What follows belongs to an exercise in optimizing a design on an open flow for small area and a short achievable clock period; a production flow would make more cautious choices. Only simulation tests tie the RTL to the original design; equivalence was not proved.

==> flow/design.v, too long to show whole: its modules and the start of the top module <==
// module full_adder: 10 lines
// module final_adder: 244 lines
// module fp32_unpacker: 20 lines
// module fp32_aligner: 18 lines
// module wallace_tree_8_inputs: 507 lines
// module fp32_normalizer_rounder: 471 lines
// module fp32_packer: 14 lines
// module fp32_adder_tree_8_inputs: 841 lines
module fp32_adder_tree_8_inputs (
    input wire clk,
    input wire rst_n,
    input wire [127:0] dvr_fp32addtree8to1_s0,
    input wire [127:0] dvr_fp32addtree8to1_s1,
    input wire [2:0] cru_fp32addtree8to1,
    output wire [127:0] dr_fp32addtree8to1_d
);
  // ...
==> flow/flow/run.sh <==
#!/bin/bash
# Layout flow: ORFS, with two changes to its synthesis script and a setup
# margin for timing repair.
#  - synthesis: Yosys's generic synth step runs without its quick ABC pass, so
#    the full adders written in the RTL reach extract_fa as written (no
#    inverters around them); the final ABC mapping uses flow/abc.script.
#  - layout: standard steps; repair_timing aims at SETUP_SLACK_MARGIN; the
#    port buffers are the platform's smallest buffer.
# Each tool's output goes to ORFS's own logs (orfs/logs/...); make's output to flow.log.
set -euo pipefail
HERE=$(pwd)
FL=$HERE/flow
source $FL/params.sh
sed -e 's#^source \$::env(SCRIPTS_DIR)/synth_preamble.tcl#&\nset abc_args [lreplace $abc_args 1 1 '"$FL"'/abc.script]#' \
    -e 's#synth -top \$::env(DESIGN_NAME) -run fine: {\*}\$synth_full_args#& -noabc#' \
    $FLOW_HOME/scripts/synth.tcl > $HERE/my_synth.tcl
grep -q -- '-noabc' $HERE/my_synth.tcl
grep -q 'abc.script\]' $HERE/my_synth.tcl
sed -e "s#source \$::env(SCRIPTS_DIR)/synth.tcl#source $HERE/my_synth.tcl#" synth_recipe.tcl > my_synth_recipe.tcl
grep -q my_synth.tcl my_synth_recipe.tcl
sed -e "s#SYNTH_SCRIPT=[^ ]*#SYNTH_SCRIPT=$HERE/my_synth_recipe.tcl#" standard.sh > my_standard.sh
grep -q my_synth_recipe.tcl my_standard.sh
export SETUP_SLACK_MARGIN=$MARGIN
# every port still gets a buffer, the smallest one
export BUFFER_PORTS_ARGS="${PORTBUF:--buffer_cell sky130_fd_sc_hd__buf_1}"
bash my_standard.sh finish > flow.log 2>&1
==> flow/flow/abc.script <==
strash
dch
map -B 0.9
strash
dch
map -B 0.9
topo
stime -c
buffer -c
upsize -c
dnsize -c
==> flow/flow/params.sh <==
MARGIN=36
==> flow/standard.sh <==
#!/bin/bash
# synth_recipe.tcl (not shown) runs the flow's synth.tcl, then flattens the netlist and writes it again
# the make line also repeats each setting of config.mk as NAME=value (left out here)
make -C /OpenROAD-flow-scripts/flow DESIGN_CONFIG=/design/flow/config.mk WORK_HOME=/design/flow/orfs CLKGATE_MAP_FILE= SYNTH_SCRIPT=/design/flow/synth_recipe.tcl "${@:-finish}"
==> flow/config.mk <==
export PLATFORM = sky130hd
export DESIGN_NAME = fp32_adder_tree_8_inputs
export DESIGN_NICKNAME = fp32_adder_tree_8_inputs
export VERILOG_FILES = /design/flow/design.v
export SDC_FILE = /design/flow/constraint.sdc
export NUM_CORES = 8
export LEC_CHECK = 0
export ABC_AREA = 1
export CAP_MARGIN = 20
export CORE_MARGIN = 2
export CORE_UTILIZATION = 40
export SLEW_MARGIN = 20
==> flow/constraint.sdc <==
create_clock -name core_clock -period 64.0 [get_ports {clk}]
set_input_delay 12.8000 -clock core_clock [delete_from_list [all_inputs] [get_ports {clk}]]
set_output_delay 12.8000 -clock core_clock [all_outputs]
set_load 0.01 [all_outputs]
==> flow_metrics.tcl, run 1 <==
set metrics [dict create \
    status "finished clean" \
    period_needed_ns 27.23 \
    via_per_inst 5.53 \
    busiest_layer "met2" \
    dominant_cells "multi-input gates" \
    met2_usage 0.530 \
    nClkBuffers 6 \
    multiInputGateArea_um2 28000 \
    crit_family "simple AND/OR/NAND/NOR gates" \
    synth_mux_area_frac 0.0381 \
    required_ns 64.09 \
    multi_input_area_share 0.796 \
    fin_setup_tns_ns 0 \
    synthArstFlopShare 1.00 \
    synthAdderAreaFrac 0.202 \
    yosys_warnings 1 \
    first_pass_iters 6 \
    cp-startpoint "dvr_fp32addtree8to1_s1[28]" \
    drive_gt1_frac 0.0861 \
    layout.nonclk_buf_frac 0.0753 \
    h-tree-depth 2 \
    crit_top_cell "nand2_1" \
    synth_edf_count 0 \
    drv_slew 0 \
    postRouteAntennaNets 0 \
    cts_buffers 5 \
    antenna_cells 3 \
]
==> run 2, diff against run 1 <==
==> flow/flow/abc.script (replaced) <==
strash
dch
map -B 0.9
mfs
strash
dc2
dch
map -B 0.9
topo
stime -c
buffer -c
upsize -c
dnsize -c
==> flow/flow/params.sh (replaced) <==
MARGIN=36

==> run 2 against run 1 <==
  * Fmax decreased by 0.28%
  * Final cell count down 2.5%
  * Sequential share of layout area about the same
  * Cell area increased by 1.1%
  * Global-route usage shrank 0.12 points
  * Critical path depth rose by 15
  * First-iteration DRC count down 18%
  * Worst setup slack got worse by 0.076 ns
  * Via count shrank 2.6%
==> flow_metrics.tcl, run 2 <==
set metrics [dict create \
    status "finished clean" \
    wl_met3_mm 9.47 \
    synth_area_leader_cell "nand2_1" \
    syn_inst 5113 \
    clk_path_buf_depth 2 \
    clock.fmax_mhz 36.6 \
    drv_cap 0 \
    tritoncts "done" \
    synth_top_cell_area_share 0.171 \
    num-fill-cells 8133 \
    postRouteAntennaNets 0 \
    required_ns 64.20 \
    netlist_top_cells_area "nand2_1 (17%), fa_1 (15%), o21ai_0 (11%), xor2_1 (9.5%), inv_1 (6.0%)" \
    end_kind "flop" \
    path_max_fanout 13 \
    grt_usage 0.315 \
    die_y_um 281 \
    largest_reg_flops 32 \
    final_cell_mix "nand2_1 (1,363), o21ai_0 (666), inv_1 (479)" \
    hp-class "input pin to flop" \
    top_layer "met5" \
    worst_pin_slew_ns 1.07 \
    drive_gt1_frac 0.112 \
    syn_to_final_growth_pct 15.9 \
    die_w_um 281 \
    cts_sinks 35 \
    fin_crit_sh 0.427 \
    grt_max_degree 39 \
    port_buffers 388 \
    grt_pass1_wl_mm 193 \
    setup_viol 0 \
    clk_pin_slew_worst_paths_ns 0.05 \
    synthTopCellsByCount "nand2_1 (1,395), o21ai_0 (682), inv_1 (493)" \
    hpwl_mm 109 \
    max_stage_delay_ns 0.63 \
    wl_met2_mm 60.2 \
    crit_top_cell "nand2_1" \
    arrival_ns 27.51 \
    regMostFlops "sum_qn" \
    drv_slew 0 \
    wl_mm 131 \
    start_kind "input pin" \
    root_buffer "clkbuf_16" \
    start_util 0.404 \
    cts_buffers 5 \
    setup_ws_ns 36.69 \
    grt_pass1_vias 32400 \
    met1_length_mm 55.1 \
    synthFlopType "dfrtp_1" \
    synthArstFlopShare 1.00 \
    wl_per_cell_um 20.3 \
    via_count 35700 \
    core_area_um2 75900 \
    synth_cell_types 65 \
    crit_type "input pin to flop" \
    nets 6050 \
    syn_nets 5739 \
    grt_overflow 0 \
    maxSlewHeadroom 0.283 \
    antenna_found_initial 14 \
    die-area_um2 79000 \
    drc 0 \
    rsz0062_at_grt "true" \
    yosys_warnings 1 \
    period_needed_ns 27.31 \
    largestRegisters "sum_qn (32), seg_q (2), valid_q (1)" \
    place.gp.congestion 1.04 \
    synth_area_um2 30700 \
    dp_slack_ns 32.74 \
    synth_edf_count 0 \
    whs_ns 12.63 \
    design_area_um2 35600 \
    via_per_inst 5.53 \
    drtIter0Drc 3229 \
    hold_viol 0 \
    first_pass_iters 6 \
    yosysMostFrequentCell "nand2_1" \
    cpMaxStageDelayCell "fa_1" \
    postCtsHoldBufs 0 \
    syn_area_per_cell_um2 6.00 \
    ios 389 \
    h-tree-depth 2 \
    rows 101 \
    ys_ff_latch 35 \
    placed_cell_area_um2 32800 \
    final_common_cell "nand2_1" \
    fin_setup_tns_ns 0 \
    yosysSeqAreaShare 0.0285 \
]
## run 2: cell types whose count changed after synthesis, sizes merged, moves of 11 or more
cell	delta
a21oi	-20
inv	+38
mux2i	+23
nand2	-69
nand3	-63
nor2	-94
o21ai	-37
o21bai	+11
## run 2: through the flow
stage                util  std cells
floorplan               -       5113
global placement    0.431       6316
detailed placement  0.431       6316
CTS                 0.443       6357
global route        0.468       6457
finish              0.468       6464
## run 2: path summary, 6_finish.rpt
check,startpoint,to,depth (start not counted)
setup / recovery,dvr_fp32addtree8to1_s1[90],sum_qn[3]$_DFF_PN0_,98
hold / removal,cru_fp32addtree8to1[1],seg_q[1]$_DFF_PN0_,1
max in group asynchronous,rst_n,sum_qn[31]$_DFF_PN0_,1
min in group asynchronous,rst_n,sum_qn[27]$_DFF_PN0_,1
## run 2: layout make-up
class,count,area (um^2),area share
Antenna cell,9,22.5,0.000633
Clock buffer,7,153,0.00429
Clock inverter,1,7.51,0.000211
Inverter,542,2160,0.0606
Multi-Input combinational cell,4285,28200,0.793
Sequential cell,35,876,0.0246
Tap cell,1030,1290,0.0362
Timing Repair Buffer,540,2740,0.0770
Timing Repair inverter,15,116,0.00327
## run 2: timing repair
item	in CTS	in global routing
pin swaps	19	83
gates resized for setup	109	282
gates cloned	8	14
setup buffers	25	84
setup endpoints to repair	32	32
## run 2: critical path, delay by kind of cell
kind	cells	cell delay, ns
AOI/OAI and AO/OA	11	1.60
xor gates and xnor gates	2	0.30
adders and majority gates	10	4.45
buffers and inverters	11	1.33
and+or+nand+nor	64	6.95
## run 2: cells by family after synthesis
family | count (synthesis) | synth area share
AO/OA/AOI/OAI | 1052 | 0.186
XOR/XNOR | 360 | 0.103
adder cells (fa/ha/maj) | 365 | 0.205
buffers and inverters | 800 | 0.101
flip-flops | 35 | 0.0285
multiplexers | 142 | 0.0463
AND/OR/NAND/NOR | 2359 | 0.329
## run 2: metal layers
metal,track usage,up-vias
met2,0.521,1453
met3,0.0384,261
met5,0,-
met1,0.416,16700
li1,-,17300
met4,0.124,10
==> run 3, diff against run 2 <==
==> flow/flow/abc.script (replaced) <==
strash
dch
map -B 0.9
mfs
strash
dch
map -B 0.9
topo
stime -c
buffer -c
upsize -c
dnsize -c
==> flow/flow/params.sh (replaced) <==
MARGIN=35.5

==> run 3 against run 2 <==
  * Cell area decreased by 3.7%
  * Sequential share of layout area increased by 0.094 points
  * Core utilization decreased by 1.9 points
  * Final cell count increased by 0.37%
  * Synthesized area increased by 0.68%
  * Wire length increased by 0.36%
  * Largest cell class unchanged
==> flow_metrics.tcl, run 3 <==
set metrics [dict create \
    largest_reg_flops 32 \
    fin_crit_sh 0.432 \
    setup_ws_ns 36.36 \
    yosysMostFrequentCell "nand2_1" \
    crit_top_cell "nand2_1" \
    start_kind "input pin" \
    root_buffer "clkbuf_16" \
    synthTopCellsByCount "nand2_1 (1,385), o21ai_0 (737), nor2_1 (508)" \
    grt_overflow 0 \
    hpwl_mm 111 \
    hold_viol 0 \
    cts_buffers 5 \
    die_w_um 282 \
    final_cells 6488 \
    tritoncts "done" \
    drv_slew 0 \
    core_area_um2 76200 \
    grt_max_degree 45 \
    largestRegisters "sum_qn (32), seg_q (2), valid_q (1)" \
    wl_mm 132 \
    wl_per_cell_um 20.3 \
    required_ns 64.15 \
    drive_gt1_frac 0.0713 \
    ios 389 \
    cts_sinks 35 \
    rows 101 \
    critPathBufInv 8 \
    postCtsHoldBufs 0 \
    netlist_top_cells_area "nand2_1 (17%), fa_1 (15%), o21ai_0 (12%), xor2_1 (9.3%), nor2_1 (6.2%)" \
    syn_to_final_growth_pct 10.8 \
    grt_pass1_vias 32400 \
    num-fill-cells 8312 \
    synthFlopType "dfrtp_1" \
    synth_cell_types 69 \
    antenna_found_initial 9 \
    status "finished clean" \
    maxSlewHeadroom 0.240 \
    regMostFlops "sum_qn" \
    whs_ns 12.61 \
    yosys_warnings 1 \
    dpl.cell_count 6402 \
    period_needed_ns 27.64 \
    final_cell_mix "nand2_1 (1,376), o21ai_0 (722), nor2_1 (497)" \
    final_util 0.450 \
    ys_ff_latch 35 \
    synth_area_leader_cell "nand2_1" \
    drtIter0Drc 3860 \
    die-area_um2 79500 \
    final_common_cell "nand2_1" \
    clock.fmax_mhz 36.2 \
    arrival_ns 27.79 \
    yosysSeqAreaShare 0.0283 \
    port_buffers 388 \
    syn_area_per_cell_um2 5.94 \
    drc 0 \
    grt_usage 0.314 \
    synthArstFlopShare 1.00 \
    cpMaxStageDelayCell "fa_2" \
    syn_inst 5200 \
    synth_area_um2 30900 \
    max_stage_delay_ns 0.80 \
    dp_slack_ns 33.69 \
    start_util 0.406 \
    crit_type "input pin to flop" \
    clk_path_buf_depth 2 \
    end_kind "flop" \
    path_max_fanout 33 \
    hp-class "input pin to asynchronous set/reset pin" \
    crit_family "simple AND/OR/NAND/NOR gates" \
    place.gp.congestion 1.08 \
    via_count 36000 \
    fin_setup_tns_ns 0 \
    synth_edf_count 0 \
    postRouteAntennaNets 0 \
    first_pass_iters 7 \
    via_per_inst 5.55 \
    syn_nets 5826 \
    h-tree-depth 2 \
    die_y_um 282 \
    clk_pin_slew_worst_paths_ns 0.05 \
    grt_pass1_wl_mm 192 \
    worst_pin_slew_ns 1.13 \
    rsz0062_at_grt "false" \
    synth_top_cell_area_share 0.168 \
    nets 6082 \
    drv_cap 0 \
    setup_viol 0 \
]
run 3: cell count changes in the layout (fill, tap and decap cells not counted), sizes merged, moves of 11 or more:
cell / before / now
buf: 499 / 466
mux2i: 142 / 114
o21ai: 727 / 763
clkinvlp: 27 / 45
o22ai: 30 / 19
clkbuf: 48 / 21
inv: 521 / 457
xnor2: 26 / 38
nand3: 256 / 318
nand4: 90 / 79
nor2: 456 / 541
a21oi: 171 / 203
run 3: final cells by class:
type                    instances  area, um^2  share of cell area
multi-input cells            4427       27600               0.805
repair buffers                481        2250              0.0656
inverters                     484        1950              0.0568
well taps                    1030        1290              0.0376
flip-flops and latches         35         876              0.0256
clock buffers                   6         139             0.00405
repair inverters               22         130             0.00380
clock inverters                 2        35.0             0.00102
diodes                          1        2.50           0.0000730
run 3: cells by family (layout without fill, tap and decap cells):
logic type | after synthesis | after routing | synth area share
adder cells (fa/ha/maj) | 365 | 365 | 0.204
XOR/XNOR | 367 | 367 | 0.105
other | 0 | 1 | 0
multiplexers | 114 | 114 | 0.0369
AO/OA/AOI/OAI | 1079 | 1079 | 0.184
buffers and inverters | 741 | 995 | 0.0945
flip-flops | 35 | 35 | 0.0283
AND/OR/NAND/NOR | 2499 | 2502 | 0.347
run 3: metal layers:
layer	share of wire	up-vias	GRT usage
met3	0.075	275	0.0418
met2	0.46	1554	0.520
li1	-	17500	-
met4	0.056	16	0.135
met1	0.41	16700	0.407
met5	0.00081	-	0
run 3: timing repair:
action / CTS / global route
pin swaps: 0 / 9
cloned: 2 / 23
resized for setup: 37 / 140
setup endpoints to repair: 31 / 31
setup buffers: 3 / 49
run 3: per-stage QoR:
step	cell area (um^2)
3_5_place_dp	32900
4_1_cts	33200
3_3_place_gp	32900
6_report	34300
5_1_grt	34300
2_1_floorplan	30900
run 3: path summary, 6_finish.rpt:
kind,startpoint,to,slack (ns),cells past startpoint
worst max-delay path,dvr_fp32addtree8to1_s1[7],sum_qn[2]$_DFF_PN0_,36.36,83
worst min-delay path,rst_n,sum_qn[29]$_DFF_PN0_,12.61,1
min in group core_clock,cru_fp32addtree8to1[1],seg_q[1]$_DFF_PN0_,12.64,1
max in group asynchronous,rst_n,sum_qn[1]$_DFF_PN0_,50.86,1
==> run 4, diff against run 3 <==
==> flow/flow/params.sh (replaced) <==
MARGIN=36.5

==> run 4 against run 3 <==
  * First-iteration DRC count increased by 1.9%
  * Fmax increased by 2.8%
  * Highest routed layer unchanged
  * Synthesized area unchanged
  * Still clean
  * Via count increased by 1.3%
==> flow_metrics.tcl, run 4 <==
set metrics [dict create \
    status "finished clean" \
    synth_cell_types 69 \
    first_pass_iters 6 \
    period_needed_ns 26.88 \
    die-area_um2 79500 \
    grt_overflow 0 \
    grt_max_degree 45 \
    final_common_cell "nand2_1" \
    max_stage_delay_ns 0.65 \
    clk_pin_slew_worst_paths_ns 0.05 \
    drtIter0Drc 3935 \
    synthArstFlopShare 1.00 \
    synth_area_um2 30900 \
    crit_end "sum_qn[2]$_DFF_PN0_" \
    via_per_inst 5.57 \
    grt_pass1_vias 32900 \
    netlist_top_cells_area "nand2_1 (17%), fa_1 (15%), o21ai_0 (12%), xor2_1 (9.3%), nor2_1 (6.2%)" \
    cp.depth 83 \
    synth_top_family_by_area "simple AND/OR/NAND/NOR gates" \
    start_util 0.406 \
    regMostFlops "sum_qn" \
    crit_family "simple AND/OR/NAND/NOR gates" \
    grt_usage 0.319 \
    setup_viol 0 \
    hold_viol 0 \
    synthSimpleGateAreaFrac 0.347 \
    crit_top_cell "nand2_1" \
    antenna_found_initial 10 \
    ys_ff_latch 35 \
    die_y_um 282 \
    postRouteAntennaNets 0 \
    synthTopCellsByCount "nand2_1 (1,385), o21ai_0 (737), nor2_1 (508)" \
    end_kind "flop" \
    largestRegisters "sum_qn (32), seg_q (2), valid_q (1)" \
    syn_to_final_growth_pct 15.2 \
    synth_compound_area_frac 0.184 \
    ios 389 \
    hpwl_mm 111 \
    final_cell_mix "nand2_1 (1,369), o21ai_0 (678), nor2_1 (487)" \
    via_count 36500 \
    synth_mux_area_frac 0.0369 \
    synthFlopType "dfrtp_1" \
    port_buffers 388 \
    rows 101 \
    synth_xor_xnor_area_share 0.105 \
    fin_crit_sh 0.420 \
    place.gp.congestion 1.08 \
    critPathBufInv 13 \
    wl_per_cell_um 20.4 \
    h-tree-depth 2 \
    drv_cap 0 \
    wl_mm 134 \
    cts_sinks 35 \
    grt_pass1_wl_mm 196 \
    largest_reg_flops 32 \
    required_ns 64.21 \
    root_buffer "clkbuf_16" \
    synth_edf_count 0 \
    yosysSeqAreaShare 0.0283 \
    fin_setup_tns_ns 0 \
    drv_slew 0 \
    drc 0 \
    synthAdderAreaFrac 0.204 \
    clk_path_buf_depth 2 \
    hp-class "input pin to asynchronous set/reset pin" \
    num-fill-cells 8192 \
    synth_area_leader_cell "nand2_1" \
    start_kind "input pin" \
    clock.fmax_mhz 37.2 \
    cpMaxStageDelayCell "fa_2" \
    maxSlewHeadroom 0.239 \
    syn_inst 5200 \
    placed_cell_area_um2 32900 \
    yosys_warnings 1 \
    design_area_um2 35600 \
    die_w_um 282 \
    yosysMostFrequentCell "nand2_1" \
    crit_type "input pin to flop" \
    syn_area_per_cell_um2 5.94 \
    nets 6143 \
    synth_top_cell_area_share 0.168 \
    worst_pin_slew_ns 1.13 \
    drive_gt1_frac 0.105 \
    core_area_um2 76200 \
    rsz0062_at_grt "false" \
    arrival_ns 27.09 \
    syn_nets 5826 \
    path_max_fanout 22 \
    tritoncts "done" \
    cts_buffers 5 \
    cp-startpoint "dvr_fp32addtree8to1_s1[30]" \
]
-- run 4: cell counts after synthesis --
Identical to the previous run, type by type.
-- run 4: cell type report --
type                       instances  area (um^2)  share of cell area
antenna                            1         2.50           0.0000703
inverter                         484         2020              0.0566
timing repair buffer             540         2800              0.0787
clock buffer                       6          139             0.00390
multi-input combinational       4430        28300               0.795
sequential                        35          876              0.0246
timing repair inverter            21          148             0.00415
clock inverter                     2         35.0            0.000984
tap                             1030         1290              0.0362
-- run 4: routing by layer --
layer,GRT usage,part of all wire,vias up
met3,0.0481,0.076,303
met4,0.145,0.057,20
li1,-,-,17600
met1,0.409,0.41,16900
met2,0.529,0.46,1600
met5,0,0.00096,-
-- run 4: cells by family (layout without fill, tap and decap cells) --
| logic type | after synthesis | after routing |
|---|---|---|
| AO/OA/AOI/OAI | 1079 | 1079 |
| XOR/XNOR | 367 | 367 |
| adder cells (fa/ha/maj) | 365 | 365 |
| buffers and inverters | 741 | 1053 |
| flip-flops | 35 | 35 |
| multiplexers | 114 | 114 |
| other | 0 | 1 |
| AND/OR/NAND/NOR | 2499 | 2505 |
-- run 4: worst min path at each step --
stage	startpoint	endpoint	slack (ns)	depth (start not counted)
after detailed placement	cru_fp32addtree8to1[1]	seg_q[1]$_DFF_PN0_	12.91	1
final	rst_n	sum_qn[29]$_DFF_PN0_	12.61	1
after global placement	cru_fp32addtree8to1[0]	seg_q[0]$_DFF_PN0_	12.91	1
after CTS	cru_fp32addtree8to1[1]	seg_q[1]$_DFF_PN0_	12.63	1
after floorplan	rst_n	seg_q[0]$_DFF_PN0_	12.50	0
after global routing	cru_fp32addtree8to1[0]	seg_q[0]$_DFF_PN0_	12.64	1
-- run 4: metrics by stage --
step,worst slack [ns],util,hold slack (ns),cells
detailed placement,33.69,0.432,12.91,6402
CTS,36.51,0.444,12.63,6455
floorplan,38.21,-,12.50,5200
global placement,34.05,0.432,12.91,6402
global route,36.31,0.467,12.64,6548
finish,37.12,0.467,12.61,6549
-- run 4: what timing repair did --
item	in CTS	in global routing
pin swaps	9	60
setup endpoints to repair	31	31
endpoints found under the hold margin	0	0
buffers inserted	31	77
hold buffers	0	0
gates resized for setup	132	290
gates cloned	14	16
==> run 5, diff against run 4 <==
==> flow/flow/params.sh (replaced) <==
MARGIN=36
export TNS_END_PERCENT=50
==> run 5 against run 4 <==
  * Synthesized cell count stayed put
  * First-iteration DRC count is 8.8% lower
  * Count of clock-buffer cells in the layout stayed put
==> flow_metrics.tcl, run 5 <==
set metrics [dict create \
    status "finished clean" \
    synthTopCellsByCount "nand2_1 (1,385), o21ai_0 (737), nor2_1 (508)" \
    wl_mm 132 \
    grt_usage 0.316 \
    grt_pass1_wl_mm 194 \
    final_common_cell "nand2_1" \
    syn_to_final_growth_pct 11.9 \
    drc 0 \
    syn_nets 5826 \
    largest_reg_flops 32 \
    final_util 0.454 \
    whs_ns 12.61 \
    via_per_inst 5.55 \
    antenna_found_initial 9 \
    yosysMostFrequentCell "nand2_1" \
    hold_viol 0 \
    place.gp.congestion 1.08 \
    final_cell_mix "nand2_1 (1,373), o21ai_0 (705), nor2_1 (495)" \
    regMostFlops "sum_qn" \
    end_kind "flop" \
    synth_top_cell_area_share 0.168 \
    drv_slew 0 \
    cpMaxStageDelayCell "fa_2" \
    yosysSeqAreaShare 0.0283 \
    synth_edf_count 0 \
    core_area_um2 76200 \
    die-area_um2 79500 \
    hp-class "input pin to asynchronous set/reset pin" \
    drtIter0Drc 3590 \
    grt_pass1_vias 32700 \
    syn_inst 5200 \
    drive_gt1_frac 0.0793 \
    wl_per_cell_um 20.4 \
    synth_cell_types 69 \
    grt_max_degree 45 \
    synthArstFlopShare 1.00 \
    h-tree-depth 2 \
    die_y_um 282 \
    period_needed_ns 27.15 \
    crit_family "simple AND/OR/NAND/NOR gates" \
    synth_area_um2 30900 \
    max_stage_delay_ns 0.68 \
    port_buffers 388 \
    hpwl_mm 111 \
    setup_viol 0 \
    ios 389 \
    worst_pin_slew_ns 1.14 \
    synthFlopType "dfrtp_1" \
    num-fill-cells 8294 \
    ys_ff_latch 35 \
    tritoncts "done" \
    critPathBufInv 10 \
    crit_top_cell "nand2_1" \
    cts_buffers 5 \
    crit_type "input pin to flop" \
    root_buffer "clkbuf_16" \
    start_kind "input pin" \
    clk_path_buf_depth 2 \
    first_pass_iters 6 \
    clock.fmax_mhz 36.8 \
    syn_area_per_cell_um2 5.94 \
    clk_pin_slew_worst_paths_ns 0.05 \
    synth_area_leader_cell "nand2_1" \
    rsz0062_at_grt "false" \
    cts_sinks 35 \
    rows 101 \
    netlist_top_cells_area "nand2_1 (17%), fa_1 (15%), o21ai_0 (12%), xor2_1 (9.3%), nor2_1 (6.2%)" \
    fin_crit_sh 0.424 \
    arrival_ns 27.35 \
    postCtsHoldBufs 0 \
    required_ns 64.21 \
    nets 6083 \
    path_max_fanout 30 \
    maxSlewHeadroom 0.234 \
    grt_overflow 0 \
    fin_setup_tns_ns 0 \
    start_util 0.406 \
    yosys_warnings 1 \
    drv_cap 0 \
    die_w_um 282 \
    largestRegisters "sum_qn (32), seg_q (2), valid_q (1)" \
    postRouteAntennaNets 0 \
    via_count 36000 \
]
==> run 5: cell counts after synthesis <==
No cell type changed its count.
==> run 5: area by class of cell <==
cell class	count	area [um^2]	share of cell area
Multi-Input combinational cell	4427	27800	0.805
Antenna cell	2	5.00	0.000145
Clock inverter	2	35.0	0.00101
Clock buffer	6	139	0.00401
Timing Repair inverter	20	140	0.00405
Sequential cell	35	876	0.0253
Tap cell	1030	1290	0.0372
Timing Repair Buffer	484	2300	0.0665
Inverter	484	1970	0.0569
==> run 5: logic make-up after synthesis <==
family / share of synthesized area
AOI/OAI and AO/OA: 0.184
muxes: 0.0369
buffers and inverters: 0.0945
and+or+nand+nor: 0.347
adders and majority gates: 0.204
DFF: 0.0283
xor gates and xnor gates: 0.105
==> run 5: per-stage QoR <==
| step | setup WS (ns) | area (um^2) | std cells |
|---|---|---|---|
| floorplan | 38.21 | 30900 | 5200 |
| global placement | 34.05 | 32900 | 6402 |
| detailed placement | 33.69 | 32900 | 6402 |
| CTS | 36.01 | 33400 | 6430 |
| global route | 35.90 | 34600 | 6489 |
| finish | 36.85 | 34600 | 6490 |
==> run 5: worst paths after layout <==
kind | endpoint | slack (ns) | from | cells after the start
max | sum_qn[2]$_DFF_PN0_ | 36.85 | dvr_fp32addtree8to1_s1[93] | 80
min | sum_qn[29]$_DFF_PN0_ | 12.61 | rst_n | 1
max in group asynchronous | sum_qn[1]$_DFF_PN0_ | 50.87 | rst_n | 1
min in group core_clock | seg_q[1]$_DFF_PN0_ | 12.64 | cru_fp32addtree8to1[1] | 1
==> run 5: timing repair <==
action,4_1_cts,5_1_grt
pin swaps,3,21
buffers inserted,11,43
resized for setup,63,213
endpoints found under the setup margin,31,31
gates cloned,9,15
==> run 5: metal layers <==
layer	GRT usage	routed length, um	up-vias
met5	0	105	-
met4	0.140	7350	16
met3	0.0467	10100	306
met2	0.524	60700	1546
met1	0.406	53900	16600
li1	-	-	17500
==> run 6, diff against run 5 <==
==> flow/flow/params.sh (replaced) <==
MARGIN=36
export SKIP_GATE_CLONING=1
==> run 6 against run 5 <==
  * Worst hold slack better by 0.0010 ns
  * Die area stayed put
  * Wire length is 0.21% lower
  * Count of clock-buffer cells in the layout stayed put
  * Highest routed layer unchanged
  * Synthesized area stayed put
  * Final cell count is 0.20% higher
  * Cell area hardly changed
  * Still clean on timing, DRC and antenna
  * Via count is 0.17% lower
  * Non-clock buffer count is 36 higher
  * Global-route usage hardly changed
==> flow_metrics.tcl, run 6 <==
set metrics [dict create \
    grt_max_degree 45 \
    via_count 36000 \
    grt_pass1_wl_mm 194 \
    placed_cell_area_um2 32900 \
    rows 101 \
    synth_cell_types 69 \
    synthFlopType "dfrtp_1" \
    syn_area_per_cell_um2 5.94 \
    postRouteAntennaNets 0 \
    h-tree-depth 2 \
    grt_overflow 0 \
    max_stage_delay_ns 0.70 \
    hpwl_mm 111 \
    syn_inst 5200 \
    yosys_warnings 1 \
    required_ns 64.21 \
    via_per_inst 5.53 \
    status "finished clean" \
    clk_pin_slew_worst_paths_ns 0.05 \
    netlist_top_cells_area "nand2_1 (17%), fa_1 (15%), o21ai_0 (12%), xor2_1 (9.3%), nor2_1 (6.2%)" \
    die-area_um2 79500 \
    tritoncts "done" \
    grt_pass1_vias 32600 \
    design_area_um2 34600 \
    antenna_found_initial 9 \
    drive_gt1_frac 0.0788 \
    setup_ws_ns 36.84 \
    synthTopCellsByCount "nand2_1 (1,385), o21ai_0 (737), nor2_1 (508)" \
    hold_viol 0 \
    core_area_um2 76200 \
    largestRegisters "sum_qn (32), seg_q (2), valid_q (1)" \
    maxSlewHeadroom 0.241 \
    grt_usage 0.316 \
    place.gp.congestion 1.08 \
    synth_area_um2 30900 \
    fin_setup_tns_ns 0 \
    synth_top_cell_area_share 0.168 \
    final_util 0.454 \
    drv_cap 0 \
    synth_edf_count 0 \
    final_common_cell "nand2_1" \
    largest_reg_flops 32 \
    ios 389 \
    dp_slack_ns 33.69 \
    end_kind "flop" \
    final_cell_mix "nand2_1 (1,374), o21ai_0 (710), nor2_1 (494)" \
    path_max_fanout 31 \
    postCtsHoldBufs 0 \
    cts_buffers 5 \
    port_buffers 388 \
    crit_type "input pin to flop" \
    wl_mm 132 \
    syn_to_final_growth_pct 12.0 \
    root_buffer "clkbuf_16" \
    start_kind "input pin" \
    worst_pin_slew_ns 1.13 \
    ys_ff_latch 35 \
    regMostFlops "sum_qn" \
    num-fill-cells 8287 \
    fin_crit_sh 0.424 \
    clock.fmax_mhz 36.8 \
    synthArstFlopShare 1.00 \
    yosysMostFrequentCell "nand2_1" \
    drtIter0Drc 3738 \
    seqCellArea_um2 876 \
    first_pass_iters 7 \
    clk_path_buf_depth 2 \
    wl_per_cell_um 20.3 \
    multiInputGateArea_um2 27700 \
    drv_slew 0 \
    cts_sinks 35 \
    dpl.cell_count 6402 \
    cpMaxStageDelayCell "fa_1" \
    setup_viol 0 \
    die_w_um 282 \
    synth_area_leader_cell "nand2_1" \
    die_y_um 282 \
    syn_nets 5826 \
    drc 0 \
    final_cells 6503 \
    rsz0062_at_grt "true" \
    period_needed_ns 27.16 \
    yosysSeqAreaShare 0.0283 \
    start_util 0.406 \
    nets 6096 \
    hp-class "input pin to asynchronous set/reset pin" \
    arrival_ns 27.37 \
    crit_top_cell "nand2_1" \
]
==> run 6: cell counts after synthesis <==
Identical to the previous run, type by type.
==> run 6: worst max-delay path, delay by kind of cell <==
kind                       cells  cell delay (ns)
xor gates and xnor gates       4             0.58
buffers and inverters          9             1.57
AOI/OAI and AO/OA             14             3.50
and+or+nand+nor               43             4.60
adders and majority gates     10             4.27
==> run 6: per-stage QoR <==
step | hold slack [ns]
3_5_place_dp | 12.91
4_1_cts | 12.63
2_1_floorplan | 12.50
3_3_place_gp | 12.91
6_report | 12.61
5_1_grt | 12.64
==> run 6: cell type report <==
cell class              instances  share of cell area
well taps                    1030              0.0372
repair buffers                520              0.0741
inverters                     484              0.0569
diodes                          2            0.000145
clock inverters                 2             0.00101
multi-input cells            4424               0.801
flip-flops and latches         35              0.0253
clock buffers                   6             0.00401
==> run 6: worst max path at each step <==
stage | startpoint | endpoint | slack, ns | cells after the start
final | dvr_fp32addtree8to1_s1[93] | sum_qn[2]$_DFF_PN0_ | 36.84 | 80
after global routing | dvr_fp32addtree8to1_s1[121] | sum_qn[12]$_DFF_PN0_ | 35.81 | 88
after CTS | dvr_fp32addtree8to1_s1[72] | sum_qn[2]$_DFF_PN0_ | 36.00 | 90
after detailed placement | dvr_fp32addtree8to1_s1[72] | sum_qn[2]$_DFF_PN0_ | 33.69 | 79
after global placement | dvr_fp32addtree8to1_s1[73] | sum_qn[2]$_DFF_PN0_ | 34.05 | 79
after floorplan | dvr_fp32addtree8to1_s1[89] | sum_qn[21]$_DFF_PN0_ | 38.21 | 83
==> run 6: timing repair <==
item	4_1_cts	5_1_grt
pin swaps	3	26
buffers inserted	21	70
resized for setup	64	167
setup endpoints to repair	31	31
==> run 6: cells by family (layout without fill, tap and decap cells) <==
family | Yosys count | after routing | synth area share
multiplexers | 114 | 114 | 0.0369
XOR/XNOR | 367 | 367 | 0.105
AND/OR/NAND/NOR | 2499 | 2499 | 0.347
flip-flops | 35 | 35 | 0.0283
adder cells (fa/ha/maj) | 365 | 365 | 0.204
other | 0 | 2 | 0
buffers and inverters | 741 | 1012 | 0.0945
AO/OA/AOI/OAI | 1079 | 1079 | 0.184
==> run 6: routing by layer <==
metal	routed length, um	global-route usage
met4	7010	0.139
met1	54400	0.408
met5	103	0
met3	9650	0.0426
met2	60600	0.524
==> run 7, diff against run 6 <==
==> flow/flow/params.sh (replaced) <==
MARGIN=36
export SETUP_MOVE_SEQUENCE=unbuffer,sizeup,swap,buffer
==> run 7 against run 6 <==
  * Wire length down 1.1%
  * Synthesized area unchanged
  * Largest cell class unchanged
  * Worst setup slack worse by 0.21 ns
  * Critical path type unchanged
  * Critical path depth unchanged
  * Global-route usage down 0.23 points
  * Cell area up 0.66%
  * Via count down 0.68%
  * Die area unchanged
  * Sequential cell count unchanged
  * Sequential share of layout area about the same
  * Highest routed layer unchanged
  * Count of clock-buffer cells in the layout unchanged
==> flow_metrics.tcl, run 7 <==
set metrics [dict create \
    status "finished clean" \
    first_pass_iters 7 \
    port_buffers 388 \
    drive_gt1_frac 0.0914 \
    yosysMostFrequentCell "nand2_1" \
    via_per_inst 5.51 \
    cts_sinks 35 \
    syn_to_final_growth_pct 12.7 \
    arrival_ns 27.53 \
    required_ns 64.16 \
    start_kind "input pin" \
    max_stage_delay_ns 0.60 \
    cpMaxStageDelayCell "fa_1" \
    h-tree-depth 2 \
    clock.fmax_mhz 36.5 \
    critPathBufInv 9 \
    crit_end "sum_qn[28]$_DFF_PN0_" \
    hpwl_mm 111 \
    syn_inst 5200 \
    worst_pin_slew_ns 1.11 \
    multiInputGateArea_um2 28200 \
    cts_buffers 5 \
    crit_top_cell "nand2_1" \
    tritoncts "done" \
    synth_edf_count 0 \
    period_needed_ns 27.37 \
    drv_slew 0 \
    syn_nets 5826 \
    synth_area_um2 30900 \
    clk_pin_slew_worst_paths_ns 0.05 \
    grt_pass1_wl_mm 192 \
    yosysSeqAreaShare 0.0283 \
    postRouteAntennaNets 0 \
    grt_usage 0.314 \
    rows 101 \
    fin_crit_sh 0.428 \
    end_kind "flop" \
    final_util 0.457 \
    postCtsHoldBufs 0 \
    hp-class "input pin to asynchronous set/reset pin" \
    final_cells 6482 \
    largest_reg_flops 32 \
    dp_slack_ns 33.69 \
    die_w_um 282 \
    synth_area_leader_cell "nand2_1" \
    grt_pass1_vias 32400 \
    setup_viol 0 \
    synthFlopType "dfrtp_1" \
    fin_setup_tns_ns 0 \
    via_count 35700 \
    yosys_warnings 1 \
    rsz0062_at_grt "false" \
    maxSlewHeadroom 0.257 \
    setup_ws_ns 36.63 \
    seqCellArea_um2 876 \
    final_cell_mix "nand2_1 (1,366), o21ai_0 (675), nor2_1 (489)" \
    synth_cell_types 69 \
    crit_family "simple AND/OR/NAND/NOR gates" \
    final_common_cell "nand2_1" \
    cp-startpoint "dvr_fp32addtree8to1_s1[91]" \
    start_util 0.406 \
    grt_overflow 0 \
    nets 6075 \
    drc 0 \
    root_buffer "clkbuf_16" \
    core_area_um2 76200 \
    synthArstFlopShare 1.00 \
    synth_top_cell_area_share 0.168 \
    drv_cap 0 \
    antenna_found_initial 10 \
    netlist_top_cells_area "nand2_1 (17%), fa_1 (15%), o21ai_0 (12%), xor2_1 (9.3%), nor2_1 (6.2%)" \
    num-fill-cells 8275 \
    die_y_um 282 \
    die-area_um2 79500 \
    grt_max_degree 45 \
    crit_type "input pin to flop" \
    place.gp.congestion 1.08 \
    dpl.cell_count 6402 \
    cp.depth 80 \
    hold_viol 0 \
    wl_per_cell_um 20.1 \
    largestRegisters "sum_qn (32), seg_q (2), valid_q (1)" \
    clk_path_buf_depth 2 \
    synthTopCellsByCount "nand2_1 (1,385), o21ai_0 (737), nor2_1 (508)" \
    ys_ff_latch 35 \
    drtIter0Drc 3560 \
    regMostFlops "sum_qn" \
    wl_mm 130 \
    ios 389 \
    syn_area_per_cell_um2 5.94 \
    path_max_fanout 29 \
]
run 7: metal layers:
metal,part of all wire,global-route usage,wire length [um]
met5,0.00080,0,104
met4,0.052,0.135,6750
met3,0.069,0.0413,8950
met2,0.46,0.521,60400
met1,0.42,0.406,54300
run 7: layout make-up:
class	count	area share
clock inverters	2	0.00101
well taps	1030	0.0370
diodes	2	0.000144
clock buffers	6	0.00399
multi-input cells	4424	0.808
flip-flops and latches	35	0.0251
inverters	484	0.0561
repair buffers	499	0.0687
run 7: how the worst min path moves through the flow:
stage               cells past startpoint  slack [ns]              endpoint
finish                                  1       12.61  sum_qn[29]$_DFF_PN0_
global route                            1       12.64    seg_q[0]$_DFF_PN0_
CTS                                     1       12.63    seg_q[1]$_DFF_PN0_
detailed placement                      1       12.91    seg_q[1]$_DFF_PN0_
global placement                        1       12.91    seg_q[0]$_DFF_PN0_
floorplan                               0       12.50    seg_q[0]$_DFF_PN0_
run 7: what timing repair did:
item | 4_1_cts | 5_1_grt
pin swaps | 2 | 72
setup endpoints to repair | 31 | 31
resized for setup | 64 | 296
setup buffers | 7 | 63
run 7: stage by stage:
step	instance area [um^2]	hold slack, ns
CTS	33300	12.63
global placement	32900	12.91
floorplan	30900	12.50
detailed placement	32900	12.91
global route	34800	12.64
finish	34800	12.61
run 7: cell families (layout without fill, tap and decap cells):
logic type                 count (synthesis)  after routing  share of synthesized area
and+or+nand+nor                         2499           2499                      0.347
AOI/OAI and AO/OA                       1079           1079                      0.184
buffers and inverters                    741            991                     0.0945
xor gates and xnor gates                 367            367                      0.105
adders and majority gates                365            365                      0.204
muxes                                    114            114                     0.0369
DFF                                       35             35                     0.0283
other                                      0              2                          0

-- re-timing with driven ports --
The results above use ideal ports. As a check the final layouts listed here were re-extracted and re-timed, cells and wires unchanged.
Step 1 assumes that a clkbuf_16 drives the clock port and a buf_2 every other input.
Step 2 also shifts input and output timing later by t, the mid clock arrival at the registers, as if the neighbouring blocks saw the same clock.
Three values: no drivers, after step 1, after step 2; two values: the first two.
| run | t (ns) | setup WS [ns] | worst setup path after step 2 | slew at the worst register clock pin (ns) | cell pins on the clock port's net |
|---|---|---|---|---|---|
| run 1 | 0.306 | 36.771 / 36.761 / 36.455 | input to register | 0.05 / 0.05 | 1 |
| run 2 | 0.307 | 36.695 / 36.672 / 36.364 | input to register | 0.05 / 0.05 | 1 |
| run 3 | 0.315 | 36.360 / 36.361 / 36.046 | input to register | 0.05 / 0.05 | 1 |
| run 4 | 0.314 | 37.118 / 37.116 / 36.802 | input to register | 0.05 / 0.05 | 1 |
| run 5 | 0.314 | 36.854 / 36.806 / 36.492 | input to register | 0.05 / 0.05 | 1 |
| run 6 | 0.314 | 36.840 / 36.816 / 36.502 | input to register | 0.05 / 0.05 | 1 |
| run 7 | 0.314 | 36.626 / 36.621 / 36.308 | input to register | 0.05 / 0.05 | 1 |
After both steps every run listed still meets setup and hold. For run 5, which loses most, drivers alone change the setup slack by -0.048 ns; drivers and shift together by -0.362 ns.
